What follows belongs to an exercise in optimizing a design on an open flow for small area, a short achievable clock period and few clock cycles per item; a production flow would make more cautious choices. In this exercise RTL edits were held to simulation tests only and were not proved equivalent to the original.

## flow/design.v (module list and top-level ports; edited modules follow where they fit)
// module CPU: 646 lines
// module ksadd: 26 lines
// module booth17e: 447 lines
// module booth17enc: 14 lines
// module bkadd67: 266 lines
// module bkadd34: 133 lines
// module bkadd33: 131 lines
module CPU(
				clk,
			  rst_n,
		   IO_stall,
         awid_m_inf,
       awaddr_m_inf,
       awsize_m_inf,
      awburst_m_inf,
        awlen_m_inf,
      awvalid_m_inf,
      awready_m_inf,
        wdata_m_inf,
        wlast_m_inf,
       wvalid_m_inf,
       wready_m_inf,
          bid_m_inf,
        bresp_m_inf,
       bvalid_m_inf,
       bready_m_inf,
         arid_m_inf,
       araddr_m_inf,
        arlen_m_inf,
       arsize_m_inf,
      arburst_m_inf,
      arvalid_m_inf,
      arready_m_inf, 
          rid_m_inf,
        rdata_m_inf,
        rresp_m_inf,
        rlast_m_inf,
       rvalid_m_inf,
       rready_m_inf 
);
  // ...
==> flow/flow/run.sh <==
#!/bin/bash
# Standard layout, with timing repair aiming for a larger setup margin.
set -euo pipefail
bash standard.sh SETUP_SLACK_MARGIN=6 finish > standard_flow.log 2>&1
==> flow/standard.sh <==
#!/bin/bash
# synth_recipe.tcl (not shown) runs the flow's synth.tcl, then flattens the netlist and writes it again
# the make line also repeats each setting of config.mk as NAME=value (left out here)
make -C /OpenROAD-flow-scripts/flow DESIGN_CONFIG=/design/flow/config.mk WORK_HOME=/design/flow/orfs CLKGATE_MAP_FILE= SYNTH_SCRIPT=/design/flow/synth_recipe.tcl "${@:-finish}"
==> flow/config.mk <==
export PLATFORM = sky130hd
export DESIGN_NAME = CPU
export DESIGN_NICKNAME = CPU
export VERILOG_FILES = /design/flow/design.v
export SDC_FILE = /design/flow/constraint.sdc
export NUM_CORES = 8
export LEC_CHECK = 0
export CAP_MARGIN = 20
export CORE_MARGIN = 2
export CORE_UTILIZATION = 55.0
export CTS_CLUSTER_DIAMETER = 120
export CTS_CLUSTER_SIZE = 20
export PLACE_DENSITY = 0.7
export SETUP_SLACK_MARGIN = 5
export SLEW_MARGIN = 20
==> flow/constraint.sdc <==
create_clock -name core_clock -period 10.0 [get_ports {clk}]
set_input_delay 2.0000 -clock core_clock [delete_from_list [all_inputs] [get_ports {clk}]]
set_output_delay 2.0000 -clock core_clock [all_outputs]
set_load 0.01 [all_outputs]
==> impl_metrics.csv, run 1 <==
group,metric,value,unit
logic_synthesis,syn_avg_cell_area,10.32,um^2
timing,period_share,0.4054,
floorplan,num_rows,122,
routing,wl_met1,80560,um
clocking,cts_tree,"done",
placement,postPlaceCellArea,63410,um^2
routing,antenna_left,0,
logic_synthesis,synth.mux.area_fraction,0.02858,
timing,skew,0.04581,ns
layout,largestClassByArea,"multi-input gates",
layout,clock_area_frac,0.02628,
layout,stdcell_count,7510,
critical_path,crit_start,"ra_sel[6]$_SDFFCE_PP0P_",
global_routing,grt_pass1_wl,297000,um
logic_synthesis,synth_ff_type,"edfxtp_1",
logic_synthesis,synthTopCellsByArea,"edfxtp_1 (30%), dfxtp_1 (9.7%), dfrtp_1 (5.7%)",
layout,regMostFlops,"rfv",
critical_path,worst_path_most_repeated_cell,"buf_4",
layout,area_delta_synth_final,11.23,%
layout,largestRegisters,"rfv (256), acc (67), mp (66)",
layout,regArea,27810,um^2
timing,setup_viol_count_final,0,
placement,post-dp-hpwl,135300,um
global_routing,grt_pass1_vias,46570,
routing,drt_wl_total,202300,um
logic_synthesis,synth_xor_area_frac,0.05757,
logic_synthesis,synthTopCellsByCount,"edfxtp_1 (609), nand2_1 (456), nor2_1 (388)",
run_status,status,"no timing/DRC/antenna violations",
Testbench counts, summed over its fixed seeds: cycles 38,604, instructions 12,000.
==> run 2, diff against run 1 <==
--- a/flow/config.mk
+++ b/flow/config.mk
@@ -10,5 +10,5 @@
 export CORE_UTILIZATION = 55.0
 export CTS_CLUSTER_DIAMETER = 120
-export CTS_CLUSTER_SIZE = 20
+export CTS_CLUSTER_SIZE = 24
 export PLACE_DENSITY = 0.7
 export SETUP_SLACK_MARGIN = 5
==> impl_metrics.csv, run 2 <==
group,metric,value,unit
run_status,status,"no timing/DRC/antenna violations",
logic_synthesis,synthTopCellsByArea,"edfxtp_1 (30%), dfxtp_1 (9.7%), dfrtp_1 (5.7%)",
flow_run,maxCapViolations,0,
routing,vias,49610,
routing,remaining_drc_errors,0,
clocking,numCtsBuffers,50,
timing,setup_viol_count_final,0,
timing,slew_viol_final,0,
global_routing,grt_start_max_net_pins,91,
timing,fin_tns_setup,0,ns
global_routing,grt_pass1_vias,46460,
logic_synthesis,syn_avg_cell_area,10.32,um^2
logic_synthesis,ys_ff_latch,1046,
clocking,clockBufferDepth,3,
logic_synthesis,synth-seq-area-share,0.4536,
routing,wl_per_cell,27.00,um
clocking,cts-root-buf,"clkbuf_16",
placement,gp_congestion,0.9847,
logic_synthesis,yosysMostFrequentCell,"edfxtp_1",
clocking,path_clk_slew,0.10,ns
timing,relSlewSlack,0.2129,
clocking,clock_sinks,1046,
layout,fillers,9029,
layout,final_net_count,6431,
routing,vias_per_cell,6.608,
layout,largest_register_ffs,256,
placement,port_buffers,103,
floorplan,die_w,337.5,um
layout,multiInputGateArea,31820,um^2
floorplan,num_rows,122,
global_routing,grt_pass1_wl,296100,um
logic_synthesis,synthTopCellsByCount,"edfxtp_1 (609), nand2_1 (456), nor2_1 (388)",
global_routing,antenna_found_initial,8,
hold_path,holdPathStages,0,
clocking,clk-insertion-delay-late,0.75,ns
hold_path,min_path_type,"reg2reg",
routing,antenna_left,0,
logic_synthesis,synth_cell_types,107,
logic_synthesis,synth_ff_type,"edfxtp_1",
floorplan,initial_utilization,0.5534,
layout,regMostFlops,"rfv",
timing,hold_violations,0,
timing,tightest_slew,1.170,ns
timing,rsz0062_at_grt,"yes",
critical_path,startpoint_type,"flop",
logic_synthesis,yosysTopAreaCell,"edfxtp_1",
floorplan,core_area,110500,um^2
layout,final_common_cell,"edfxtp_1",
critical_path,end_kind,"flop",
layout,drive_gt1_frac,0.1253,
global_routing,grtUsageTotal,0.3476,
critical_path,crit_type,"reg2reg",
layout,largestRegisters,"rfv (256), acc (67), mp (66)",
routing,dr.pass1.iters,9,
timing,skew,0.06063,ns
timing,max_freq,246.8,MHz
logic_synthesis,netlist_area,61160,um^2
clocking,cts_tree,"done",
logic_synthesis,ys_warn_count,4,
logic_synthesis,synthArstFlopShare,0.1348,
logic_synthesis,synth_edf_count,609,
critical_path,cp.required,10.56,ns
layout,mostFrequentLayoutCells,"edfxtp_1 (609), nand2_1 (432), nor2_1 (376)",
routing,drt_wl_total,202700,um
floorplan,io_pins,230,
placement,post-dp-hpwl,135300,um
global_routing,grt_overflow,0,
timing,period_share,0.4053,
routing,drt_iter0_drc,6675,
clocking,htreeDepth,2,
floorplan,die_h,337.5,um
layout,regArea,27820,um^2
critical_path,cp_max_fo,8,
critical_path,r2r_cells,14,
layout,area_delta_synth_final,11.09,%
logic_synthesis,synth_top_area_share,0.2990,
floorplan,die_area,113900,um^2
critical_path,critPathArrivalTime,4.61,ns
logic_synthesis,synthesis.instances,5927,
timing,period_needed,4.053,ns
[run 2: worst paths after layout]
path | startpoint | slack (ns) | end
max | s_v$_DFF_PN0_ | 5.95 | ra_sel[10]$_SDFFCE_PN0P_
min | a_first$_DFF_P_ | 0.34 | s_first$_DFF_P_
max reg2reg | s_v$_DFF_PN0_ | 5.95 | ra_sel[10]$_SDFFCE_PN0P_
min reg2reg | a_first$_DFF_P_ | 0.34 | s_first$_DFF_P_
max in group asynchronous | rst_n | 7.21 | ipc[0]$_DFFE_PN0P_
min in group asynchronous | rst_n | 1.40 | f_addr[9]$_DFF_PN0_
[run 2: critical path, cell delays in order (launching register included)]
cell and delay [ns]:
dfrtp_1 0.43, nand4_1 0.31, or4_1 0.54, a31oi_1 0.21
a2111oi_0 0.07, and4_2 0.28, o21ai_4 0.20, nand4bb_4 0.16
buf_12 0.17, mux2i_4 0.18, buf_6 0.14, nor2_8 0.25
nor3_1 0.15, or4_4 0.62, nor3b_2 0.19
[run 2: area by class of cell]
type	count	share of cell area
clock inverters	6	0.001436
inverters	383	0.02160
well taps	1488	0.02740
flip-flops and latches	1046	0.4094
clock buffers	87	0.02046
diodes	1	0.00003683
multi-input cells	4131	0.4683
repair buffers	365	0.05138
[run 2: metrics by stage]
stage          cell area (um^2)  hold WS [ns]  utilization  worst slack (ns)  cells
6_report                  67940        0.3352       0.6148             5.947   7507
5_1_grt                   67940        0.3466       0.6148             5.845   7506
4_1_cts                   66300        0.3371       0.5999             5.998   7437
3_5_place_dp              63410        0.3144       0.5737             4.315   7269
3_3_place_gp              63390        0.3117       0.5736             4.407   7269
2_1_floorplan             61720        0.3096            -             5.693   6031
[run 2: kinds of logic after synthesis]
family | Yosys count | synth area share
buffers and inverters | 855 | 0.06017
XOR/XNOR | 402 | 0.05757
AO/OA/AOI/OAI | 1637 | 0.1832
AND/OR/NAND/NOR | 1461 | 0.1182
multiplexers | 127 | 0.02858
other | 2 | 0.0001228
flip-flops | 1046 | 0.4536
adder cells (fa/ha/maj) | 397 | 0.09849
[run 2: timing repair]
item / CTS / global route
gates resized for setup: 181 / 231
hold buffers: 0 / 0
cloned: 3 / 3
pin swaps: 43 / 80
setup endpoints to repair: 813 / 592
setup buffers: 72 / 63
[run 2: per-layer routing]
layer / up-vias / GRT usage / wire (um)
li1: 21580 / - / -
met1: 24100 / 0.4879 / 80070
met2: 3312 / 0.5135 / 86180
met3: 607 / 0.09126 / 26720
met4: 10 / 0.1390 / 9657
met5: - / 0 / 68
==> run 3, diff against run 2 <==
--- a/flow/config.mk
+++ b/flow/config.mk
@@ -8,8 +8,8 @@
 export CAP_MARGIN = 20
 export CORE_MARGIN = 2
-export CORE_UTILIZATION = 55.0
+export CORE_UTILIZATION = 66.0
 export CTS_CLUSTER_DIAMETER = 120
 export CTS_CLUSTER_SIZE = 24
-export PLACE_DENSITY = 0.7
+export PLACE_DENSITY = 0.78
 export SETUP_SLACK_MARGIN = 5
 export SLEW_MARGIN = 20
==> impl_metrics.csv, run 3 <==
group,metric,value,unit
critical_path,cp.required,10.37,ns
logic_synthesis,ys_warn_count,4,
routing,drt_wl_total,200300,um
layout,largestRegisters,"rfv (256), acc (67), mp (66)",
logic_synthesis,synthesis.instances,5927,
layout,area_delta_synth_final,10.25,%
critical_path,startpoint_type,"input pin",
logic_synthesis,syn_avg_cell_area,10.32,um^2
timing,fin_tns_setup,0,ns
logic_synthesis,synth_cell_types,107,
logic_synthesis,synthTopCellsByCount,"edfxtp_1 (609), nand2_1 (456), nor2_1 (388)",
routing,drt_iter0_drc,7692,
timing,period_share,0.4023,
clocking,clk-insertion-delay-late,0.69,ns
floorplan,die_area,95120,um^2
floorplan,die_w,308.4,um
layout,final_cell_area,67430,um^2
logic_synthesis,synth_edf_count,609,
critical_path,critPathArrivalTime,4.39,ns
timing,slew_viol_final,0,
floorplan,initial_utilization,0.6662,
critical_path,end_kind,"flop",
floorplan,io_pins,230,
placement,gp_congestion,1.029,
logic_synthesis,yosysMostFrequentCell,"edfxtp_1",
logic_synthesis,synth_ff_type,"edfxtp_1",
layout,mostFrequentLayoutCells,"edfxtp_1 (609), nand2_1 (439), inv_1 (375)",
routing,vias,50550,
global_routing,grtUsageMet2,0.6065,
logic_synthesis,ys_ff_latch,1046,
logic_synthesis,synthTopCellsByArea,"edfxtp_1 (30%), dfxtp_1 (9.7%), dfrtp_1 (5.7%)",
clocking,clock_sinks,1046,
layout,fillers,6420,
hold_path,min-delay-start,"s_first$_DFF_P_",
timing,hold_violations,0,
run_status,status,"no timing/DRC/antenna violations",
global_routing,grtUsageTotal,0.4088,
global_routing,grt_pass1_wl,292100,um
clocking,htreeDepth,2,
timing,setup_viol_count_final,0,
routing,vias_per_cell,6.980,
flow_run,maxCapViolations,0,
timing,rsz0062_at_grt,"yes",
routing,dr.pass1.iters,13,
global_routing,antenna_found_initial,1,
placement,post-dp-hpwl,132400,um
hold_path,min_path_type,"reg2reg",
timing,timing.final.ws_setup,5.977,ns
critical_path,cp_max_fo,11,
global_routing,grtUsageMet1,0.5562,
placement,postPlaceCellArea,63030,um^2
timing,skew,0.04766,ns
global_routing,grt_overflow,0,
critical_path,reg2reg_from,"rb_sel[2]$_SDFFCE_PP0P_",
clocking,path_clk_slew,0.10,ns
global_routing,grt_pass1_vias,47250,
floorplan,die_h,308.4,um
global_routing,top_usage_layer,"met2",
timing,max_freq,248.5,MHz
clocking,cts-root-buf,"clkbuf_16",
layout,final_net_count,6409,
logic_synthesis,synth_top_area_share,0.2990,
layout,final_common_cell,"edfxtp_1",
critical_path,crit_start,"rvalid_m_inf[0]",
global_routing,grt_start_max_net_pins,93,
routing,antenna_left,0,
logic_synthesis,yosysTopAreaCell,"edfxtp_1",
critical_path,crit_type,"in2reg",
floorplan,num_rows,111,
layout,drive_gt1_frac,0.1204,
routing,remaining_drc_errors,0,
clocking,clockBufferDepth,3,
layout,regMostFlops,"rfv",
placement,pre_cts_ws,4.400,ns
logic_synthesis,synth.mux.area_fraction,0.02858,
logic_synthesis,synth-compound-area-share,0.1832,
logic_synthesis,synth_top_family_by_area,"compound AO/OA/AOI/OAI gates",
layout,largest_register_ffs,256,
logic_synthesis,yosys.area_share.simple,0.1182,
timing,relSlewSlack,0.2123,
logic_synthesis,synth-seq-area-share,0.4536,
logic_synthesis,synthAdderAreaFrac,0.09849,
logic_synthesis,netlist_area,61160,um^2
timing,period_needed,4.023,ns
clocking,numCtsBuffers,50,
clocking,cts_tree,"done",
placement,port_buffers,103,
logic_synthesis,synth_xor_area_frac,0.05757,
routing,wl_per_cell,27.66,um
timing,tightest_slew,1.174,ns
logic_synthesis,synthArstFlopShare,0.1348,
global_routing,use_met3,0.1277,
floorplan,core_area,91800,um^2
[run 3: cell counts after synthesis]
No cell type changed its count.
[run 3: logic make-up after synthesis]
family                     after synthesis
adders and majority gates              397
xor gates and xnor gates               402
and+or+nand+nor                       1461
other                                    2
muxes                                  127
DFF                                   1046
buffers and inverters                  855
AOI/OAI and AO/OA                     1637
[run 3: worst paths after layout]
check,end,slack [ns],depth (start not counted)
max,rfv[223]$_DFFE_PP_,5.98,8
min,p_first$_DFF_P_,0.33,0
max reg2reg,rdr_tgt[5]$_DFFE_PP_,5.98,15
min reg2reg,p_first$_DFF_P_,0.33,0
max in group asynchronous,dt_cnt[3]$_DFFE_PN0P_,7.37,2
min in group asynchronous,ipc[7]$_DFFE_PN0P_,1.43,1
[run 3: cell type report]
| cell class | instances | area [um^2] | share of cell area |
|---|---|---|---|
| diodes | 1 | 2.502 | 0.00003711 |
| clock inverters | 7 | 101.3 | 0.001503 |
| well taps | 1243 | 1555 | 0.02307 |
| repair buffers | 341 | 3279 | 0.04864 |
| flip-flops and latches | 1046 | 27820 | 0.4126 |
| inverters | 383 | 1471 | 0.02182 |
| clock buffers | 87 | 1411 | 0.02093 |
| multi-input cells | 4133 | 31780 | 0.4714 |
[run 3: per-stage QoR]
stage	utilization	cells	hold slack (ns)
2_1_floorplan	-	6031	0.3096
6_report	0.7345	7241	0.3300
3_3_place_gp	0.6865	7017	0.3101
3_5_place_dp	0.6865	7017	0.3143
4_1_cts	0.7187	7173	0.3314
5_1_grt	0.7345	7240	0.3413
[run 3: critical path, stage by stage]
cell and delay, ns:
clkdlybuf4s50_1 0.47, nand2_2 0.20, nor4_4 0.38, nand2_1 0.18, o22ai_1 0.25, a22oi_1 0.15
o21ai_4 0.37, buf_4 0.36
[run 3: routing by layer]
metal / routed length (um) / part of all wire / vias to the layer above
met2: 85160 / 0.43 / 3865
met3: 29390 / 0.15 / 810
met1: 74660 / 0.37 / 24310
li1: - / - / 21560
met5: 11 / 0.000055 / -
met4: 11090 / 0.055 / 2
[run 3: what timing repair did]
action                                  in CTS  in global routing
resized for setup                          204                186
endpoints found under the hold margin        0                  0
endpoints found under the setup margin     871                500
pin swaps                                   32                 75
hold buffers                                 0                  0
cloned                                       4                  4
buffers inserted                            58                 61
==> run 4, diff against run 3 <==
--- a/flow/config.mk
+++ b/flow/config.mk
@@ -8,8 +8,8 @@
 export CAP_MARGIN = 20
 export CORE_MARGIN = 2
-export CORE_UTILIZATION = 66.0
+export CORE_UTILIZATION = 62.0
 export CTS_CLUSTER_DIAMETER = 120
 export CTS_CLUSTER_SIZE = 24
-export PLACE_DENSITY = 0.78
+export PLACE_DENSITY = 0.75
 export SETUP_SLACK_MARGIN = 5
 export SLEW_MARGIN = 20
==> impl_metrics.csv, run 4 <==
group,metric,value,unit
run_status,status,"no timing/DRC/antenna violations",
layout,final_net_count,6445,
logic_synthesis,yosys.area_share.simple,0.1182,
timing,hold_violations,0,
critical_path,crit_start,"bd_neg[0]$_DFF_P_",
placement,pre_cts_ws,4.397,ns
floorplan,core_area,98130,um^2
timing,tightest_slew,1.122,ns
routing,wl_per_cell,27.53,um
placement,post-dp-hpwl,134700,um
clocking,numCtsBuffers,50,
critical_path,cp_max_fo,10,
logic_synthesis,synth-seq-area-share,0.4536,
logic_synthesis,synthAdderAreaFrac,0.09849,
layout,drive_gt1_frac,0.1270,
layout,mostFrequentLayoutCells,"edfxtp_1 (609), nand2_1 (438), inv_1 (375)",
clocking,cts-hold-fix-buffers,0,
critical_path,r2r_cells,16,
critical_path,regToRegSetupSlack,6.02,ns
clocking,cts_tree,"done",
placement,gp_congestion,0.9941,
floorplan,initial_utilization,0.6232,
timing,relSlewSlack,0.2509,
floorplan,die_area,101200,um^2
routing,antenna_left,0,
critical_path,crit_type,"reg2reg",
critical_path,worstPathCellList,"buf_12 > xor2_2 > ha_4 > and3_1 > a221oi_2 > o21ai_2 > o41ai_2 > buf_4 > o311ai_0 > a21oi_1 > xnor2_2 > xnor2_2 > nor2_1 > or3_1 > o31a_1 > a311oi_2",
critical_path,cp.required,10.56,ns
layout,largestRegisters,"rfv (256), acc (67), mp (66)",
hold_path,min_path_type,"reg2reg",
placement,port_buffers,103,
critical_path,worst_path_most_repeated_cell,"xnor2_2",
layout,largest_register_ffs,256,
clocking,htreeDepth,2,
hold_path,holdPathStages,0,
critical_path,timing.rr.end,"bd_two[7]$_DFF_P_",
layout,regMostFlops,"rfv",
hold_path,min-delay-start,"a_first$_DFF_P_",
hold_path,holdPathEnd,"s_first$_DFF_P_",
logic_synthesis,synthArstFlopShare,0.1348,
logic_synthesis,synth_top_area_share,0.2990,
critical_path,critPathArrivalTime,4.54,ns
logic_synthesis,synth_edf_count,609,
clocking,clock_sinks,1046,
routing,vias,50080,
flow_run,maxCapViolations,0,
timing,max_freq,251.3,MHz
critical_path,startpoint_type,"flop",
clocking,clk-insertion-delay-late,0.70,ns
logic_synthesis,ys_warn_count,4,
timing,period_share,0.3980,
global_routing,grt_start_max_net_pins,85,
clocking,clockBufferDepth,3,
routing,remaining_drc_errors,0,
logic_synthesis,netlist_area,61160,um^2
global_routing,grt_pass1_wl,295200,um
global_routing,antenna_found_initial,7,
timing,skew,0.03744,ns
global_routing,grt_overflow,0,
timing,rsz0062_at_grt,"yes",
logic_synthesis,yosysTopAreaCell,"edfxtp_1",
critical_path,slowest_delay,0.39,ns
layout,stdcell_count,7319,
routing,drt_iter0_drc,7423,
clocking,cts-root-buf,"clkbuf_16",
timing,setup_viol_count_final,0,
logic_synthesis,synth_ff_type,"edfxtp_1",
logic_synthesis,synth_top_family_by_area,"compound AO/OA/AOI/OAI gates",
logic_synthesis,syn_avg_cell_area,10.32,um^2
floorplan,die_h,318.1,um
routing,drt_wl_total,201500,um
clocking,path_clk_slew,0.10,ns
logic_synthesis,yosysMostFrequentCell,"edfxtp_1",
timing,fin_tns_setup,0,ns
global_routing,grt_pass1_vias,47090,
global_routing,grtUsageTotal,0.3845,
logic_synthesis,synth-compound-area-share,0.1832,
routing,vias_per_cell,6.842,
placement,dp_cells,7065,
logic_synthesis,synth_cell_types,107,
timing,timing.final.ws_setup,6.020,ns
timing,period_needed,3.980,ns
routing,dr.pass1.iters,9,
logic_synthesis,synth.mux.area_fraction,0.02858,
layout,area_delta_synth_final,10.88,%
critical_path,critPathSlowestCell,"a311oi_2",
critical_path,end_kind,"flop",
logic_synthesis,synthTopCellsByCount,"edfxtp_1 (609), nand2_1 (456), nor2_1 (388)",
critical_path,reg2reg_from,"bd_neg[0]$_DFF_P_",
floorplan,io_pins,230,
logic_synthesis,synthesis.instances,5927,
layout,final_common_cell,"edfxtp_1",
logic_synthesis,ys_ff_latch,1046,
timing,slew_viol_final,0,
logic_synthesis,synthTopCellsByArea,"edfxtp_1 (30%), dfxtp_1 (9.7%), dfrtp_1 (5.7%)",
floorplan,num_rows,115,
logic_synthesis,synth_xor_area_frac,0.05757,
floorplan,die_w,318.1,um
==> run 4: cell type report <==
class	count	area, um^2
Timing Repair Buffer	379	3586
Tap cell	1287	1610
Antenna cell	1	2.502
Multi-Input combinational cell	4131	31860
Fill cell	7366	30320
Sequential cell	1046	27830
Inverter	383	1468
Clock inverter	4	45.04
Clock buffer	88	1415
==> run 4: cells by family after synthesis <==
logic type	after synthesis
AO/OA/AOI/OAI	1637
AND/OR/NAND/NOR	1461
flip-flops	1046
buffers and inverters	855
XOR/XNOR	402
adder cells (fa/ha/maj)	397
multiplexers	127
other	2
==> run 4: repair_timing <==
| action | CTS | global route |
|---|---|---|
| gates cloned | 2 | 4 |
| endpoints found under the setup margin | 802 | 444 |
| buffers inserted | 63 | 91 |
| resized for setup | 187 | 233 |
| pin swaps | 34 | 92 |
==> run 4: through the flow <==
| step | cell area, um^2 | hold slack [ns] | utilization |
|---|---|---|---|
| 2_1_floorplan | 61720 | 0.3096 | - |
| 3_3_place_gp | 63130 | 0.3120 | 0.6433 |
| 3_5_place_dp | 63140 | 0.3128 | 0.6434 |
| 4_1_cts | 66000 | 0.3357 | 0.6725 |
| 5_1_grt | 67810 | 0.3393 | 0.6910 |
| 6_report | 67810 | 0.3359 | 0.6910 |
==> run 4: worst max-delay path by stage <==
stage,end,slack [ns]
after floorplan,f_rem[6]$_DFF_PN0_,5.69
after global placement,f_rem[6]$_DFF_PN0_,4.49
after detailed placement,f_rem[6]$_DFF_PN0_,4.40
after CTS,rfv[240]$_DFFE_PP_,5.94
after global routing,rd_d[10]$_DFFE_PP_,5.83
final,bd_two[7]$_DFF_P_,6.02
==> run 4: metal layers <==
layer  global-route usage  share of wire  vias to the layer above
li1                     -              -                    21600
met1               0.5406           0.38                    24190
met2               0.5669           0.43                     3597
met3               0.1059           0.14                      694
met4               0.1524          0.051                        2
met5                    0       0.000040                        -
==> run 4: critical path, delay by kind of cell (launching register included) <==
family	cells	cell delay, ns
xor gates and xnor gates	3	0.61
buffers and inverters	2	0.33
AOI/OAI and AO/OA	7	1.64
adders and majority gates	1	0.24
and+or+nand+nor	3	0.66
DFF	1	0.37
==> run 5, diff against run 4 <==
==> flow/flow/run.sh (replaced) <==
#!/bin/bash
# Standard layout, with timing repair aiming for a larger setup margin.
set -euo pipefail
bash standard.sh SETUP_SLACK_MARGIN=6.2 finish > standard_flow.log 2>&1
==> impl_metrics.csv, run 5 <==
group,metric,value,unit
layout,final_cell_area,70050,um^2
placement,postPlaceCellArea,63230,um^2
clocking,htreeDepth,2,
logic_synthesis,synthesis.instances,5927,
routing,wl_per_cell,28.17,um
routing,drt_wl_total,208700,um
routing,remaining_drc_errors,0,
timing,relSlewSlack,0.2332,
global_routing,grt_start_max_net_pins,85,
placement,gp_congestion,0.9964,
floorplan,die_w,318.1,um
clocking,cts-hold-fix-buffers,0,
logic_synthesis,synth_edf_count,609,
global_routing,grt_pass1_wl,300700,um
timing,period_needed,4.045,ns
timing,slew_viol_final,0,
layout,regMostFlops,"rfv",
logic_synthesis,synth_cell_types,107,
clocking,clk-insertion-delay-late,0.73,ns
routing,drt_iter0_drc,7804,
critical_path,cp.required,10.52,ns
timing,max_freq,247.2,MHz
critical_path,worstPathCellList,"buf_4 > a22oi_1 > and3_1 > a31oi_4 > buf_12 > o31ai_4 > a21oi_2 > nand4bb_4 > buf_12 > mux2i_4 > buf_4 > buf_6 > o21ai_2 > a31oi_4 > or4_4 > nor4_4",
global_routing,grt_overflow,0,
logic_synthesis,ys_warn_count,4,
critical_path,end_kind,"flop",
logic_synthesis,yosysMostFrequentCell,"edfxtp_1",
timing,period_share,0.4045,
global_routing,antenna_found_initial,6,
floorplan,core_area,98130,um^2
logic_synthesis,yosysTopAreaCell,"edfxtp_1",
critical_path,r2r_cells,16,
logic_synthesis,synth-seq-area-share,0.4536,
floorplan,io_pins,230,
critical_path,critPathSlowestCell,"or4_4",
clocking,clock_sinks,1046,
global_routing,grt_pass1_vias,47870,
logic_synthesis,synthTopCellsByCount,"edfxtp_1 (609), nand2_1 (456), nor2_1 (388)",
layout,stdcell_count,7411,
timing,tightest_slew,1.150,ns
clocking,path_clk_slew,0.10,ns
critical_path,startpoint_type,"flop",
hold_path,holdPathStages,0,
placement,post-dp-hpwl,134100,um
timing,rsz0062_at_grt,"yes",
layout,largestRegisters,"rfv (256), acc (67), mp (66)",
critical_path,reg2reg_from,"rb_sel[4]$_SDFFCE_PP0P_",
layout,fillers,6938,
global_routing,grtUsageTotal,0.3931,
layout,drive_gt1_frac,0.1645,
hold_path,holdPathEnd,"s_sh[1]$_DFF_P_",
hold_path,min-delay-start,"a_sh[1]$_SDFF_PN0_",
timing,fin_tns_setup,0,ns
logic_synthesis,synth_ff_type,"edfxtp_1",
logic_synthesis,syn_avg_cell_area,10.32,um^2
placement,pre_cts_ws,4.310,ns
routing,vias_per_cell,6.903,
layout,largest_register_ffs,256,
timing,setup_viol_count_final,0,
layout,final_common_cell,"edfxtp_1",
clocking,clockBufferDepth,3,
placement,dp_cells,7059,
layout,regArea,27850,um^2
floorplan,die_area,101200,um^2
logic_synthesis,ys_ff_latch,1046,
routing,antenna_left,0,
clocking,cts_tree,"done",
critical_path,cp_max_fo,28,
floorplan,die_h,318.1,um
layout,mostFrequentLayoutCells,"edfxtp_1 (609), nand2_1 (427), inv_1 (360)",
floorplan,initial_utilization,0.6232,
logic_synthesis,netlist_area,61160,um^2
routing,dr.pass1.iters,8,
logic_synthesis,synthTopCellsByArea,"edfxtp_1 (30%), dfxtp_1 (9.7%), dfrtp_1 (5.7%)",
logic_synthesis,synth_top_area_share,0.2990,
critical_path,slowest_delay,0.53,ns
layout,area_delta_synth_final,14.54,%
timing,skew,0.05129,ns
critical_path,timing.rr.end,"ra_sel[14]$_SDFFCE_PN0P_",
floorplan,num_rows,115,
hold_path,min_path_type,"reg2reg",
critical_path,crit_start,"rb_sel[4]$_SDFFCE_PP0P_",
timing,hold_violations,0,
run_status,status,"no timing/DRC/antenna violations",
critical_path,regToRegSetupSlack,5.96,ns
layout,multiInputGateArea,33010,um^2
logic_synthesis,synthArstFlopShare,0.1348,
placement,port_buffers,103,
routing,vias,51160,
critical_path,crit_type,"reg2reg",
clocking,numCtsBuffers,50,
timing,timing.final.ws_setup,5.955,ns
clocking,cts-root-buf,"clkbuf_16",
flow_run,maxCapViolations,0,
layout,final_net_count,6534,
critical_path,critPathArrivalTime,4.56,ns
run 5: worst max-delay path by stage:
stage	to	slack [ns]	cells after the start
final	ra_sel[14]$_SDFFCE_PN0P_	5.96	16
after floorplan	f_rem[6]$_DFF_PN0_	5.69	15
after global routing	rc_z$_DFF_PN1_	5.85	15
after detailed placement	f_rem[6]$_DFF_PN0_	4.31	16
after CTS	ra_sel[4]$_SDFFCE_PP0P_	6.05	18
after global placement	f_rem[6]$_DFF_PN0_	4.41	16
run 5: per-layer routing:
metal | track usage | share of wire | wire (um)
met1 | 0.5419 | 0.37 | 78260
met2 | 0.5674 | 0.42 | 88530
met3 | 0.1273 | 0.15 | 30540
met4 | 0.1776 | 0.055 | 11390
met5 | 0 | 0.000053 | 11
run 5: cell type report:
class	count	area share
inverter	383	0.02108
sequential	1046	0.3975
multi-input combinational	4138	0.4712
timing repair buffer	461	0.06555
clock inverter	8	0.001804
clock buffer	84	0.01968
tap	1287	0.02299
antenna	4	0.0001429
run 5: worst max-delay path, delay by kind of cell (launching register included):
kind | cells | cell delay, ns
flops | 1 | 0.35
simple gates | 4 | 1.13
buf+inv | 5 | 1.17
compound gates | 6 | 1.00
mux | 1 | 0.19
run 5: per-stage QoR:
step / utilization / hold slack (ns)
6_report: 0.7138 / 0.3361
5_1_grt: 0.7137 / 0.3439
4_1_cts: 0.6914 / 0.3384
3_5_place_dp: 0.6444 / 0.3154
3_3_place_gp: 0.6442 / 0.3098
2_1_floorplan: - / 0.3096
run 5: kinds of logic (layout without fill, tap and decap cells):
logic type,Yosys count,in the layout,synth area share
other,2,110,0.0001228
AO/OA/AOI/OAI,1637,1638,0.1832
adder cells (fa/ha/maj),397,397,0.09849
AND/OR/NAND/NOR,1461,1468,0.1182
XOR/XNOR,402,402,0.05757
multiplexers,127,127,0.02858
buffers and inverters,855,936,0.06017
flip-flops,1046,1046,0.4536
run 5: what timing repair did:
action | in CTS | in global routing
pin swaps | 119 | 150
setup buffers | 164 | 74
endpoints found under the setup margin | 956 | 717
cloned | 6 | 8
endpoints found under the hold margin | 0 | 0
gates resized for setup | 372 | 312

port drivers added, routing unchanged:
How much do the figures lean on ideal ports? The routed layouts below were timed once more, with nothing changed but the port constraints.
Step 1 sets driving cells, clkbuf_16 on the clock port and buf_2 on the other inputs (assumed; they add their load-dependent delay and slew).
Step 2 moves the port delays by t, midway between the first and last clock arrival at a register: inputs arrive t later, outputs are due t later. That takes back most of the time a late clock gives input paths.
Slacks: ideal ports / drivers / drivers and shift; pairs: ideal ports / drivers.
run	t (ns)	slack for setup (ns)	latest minus earliest clock arrival (ns)	worst data-port slew with drivers (ns)	cell pins on the clock port's net
run 1	0.780	5.946 / 5.946 / 5.347	0.056 / 0.057	0.06	1
run 2	0.791	5.947 / 5.947 / 5.378	0.061 / 0.061	0.06	1
run 3	0.736	5.977 / 5.984 / 5.288	0.052 / 0.053	0.05	1
run 4	0.753	6.020 / 6.020 / 5.414	0.038 / 0.038	0.04	1
run 5	0.788	5.955 / 5.955 / 5.483	0.051 / 0.052	0.04	1
After both steps setup and hold are still met in every run listed. For run 3, which loses most, drivers alone change the setup slack by +0.007 ns; drivers and shift together by -0.689 ns.
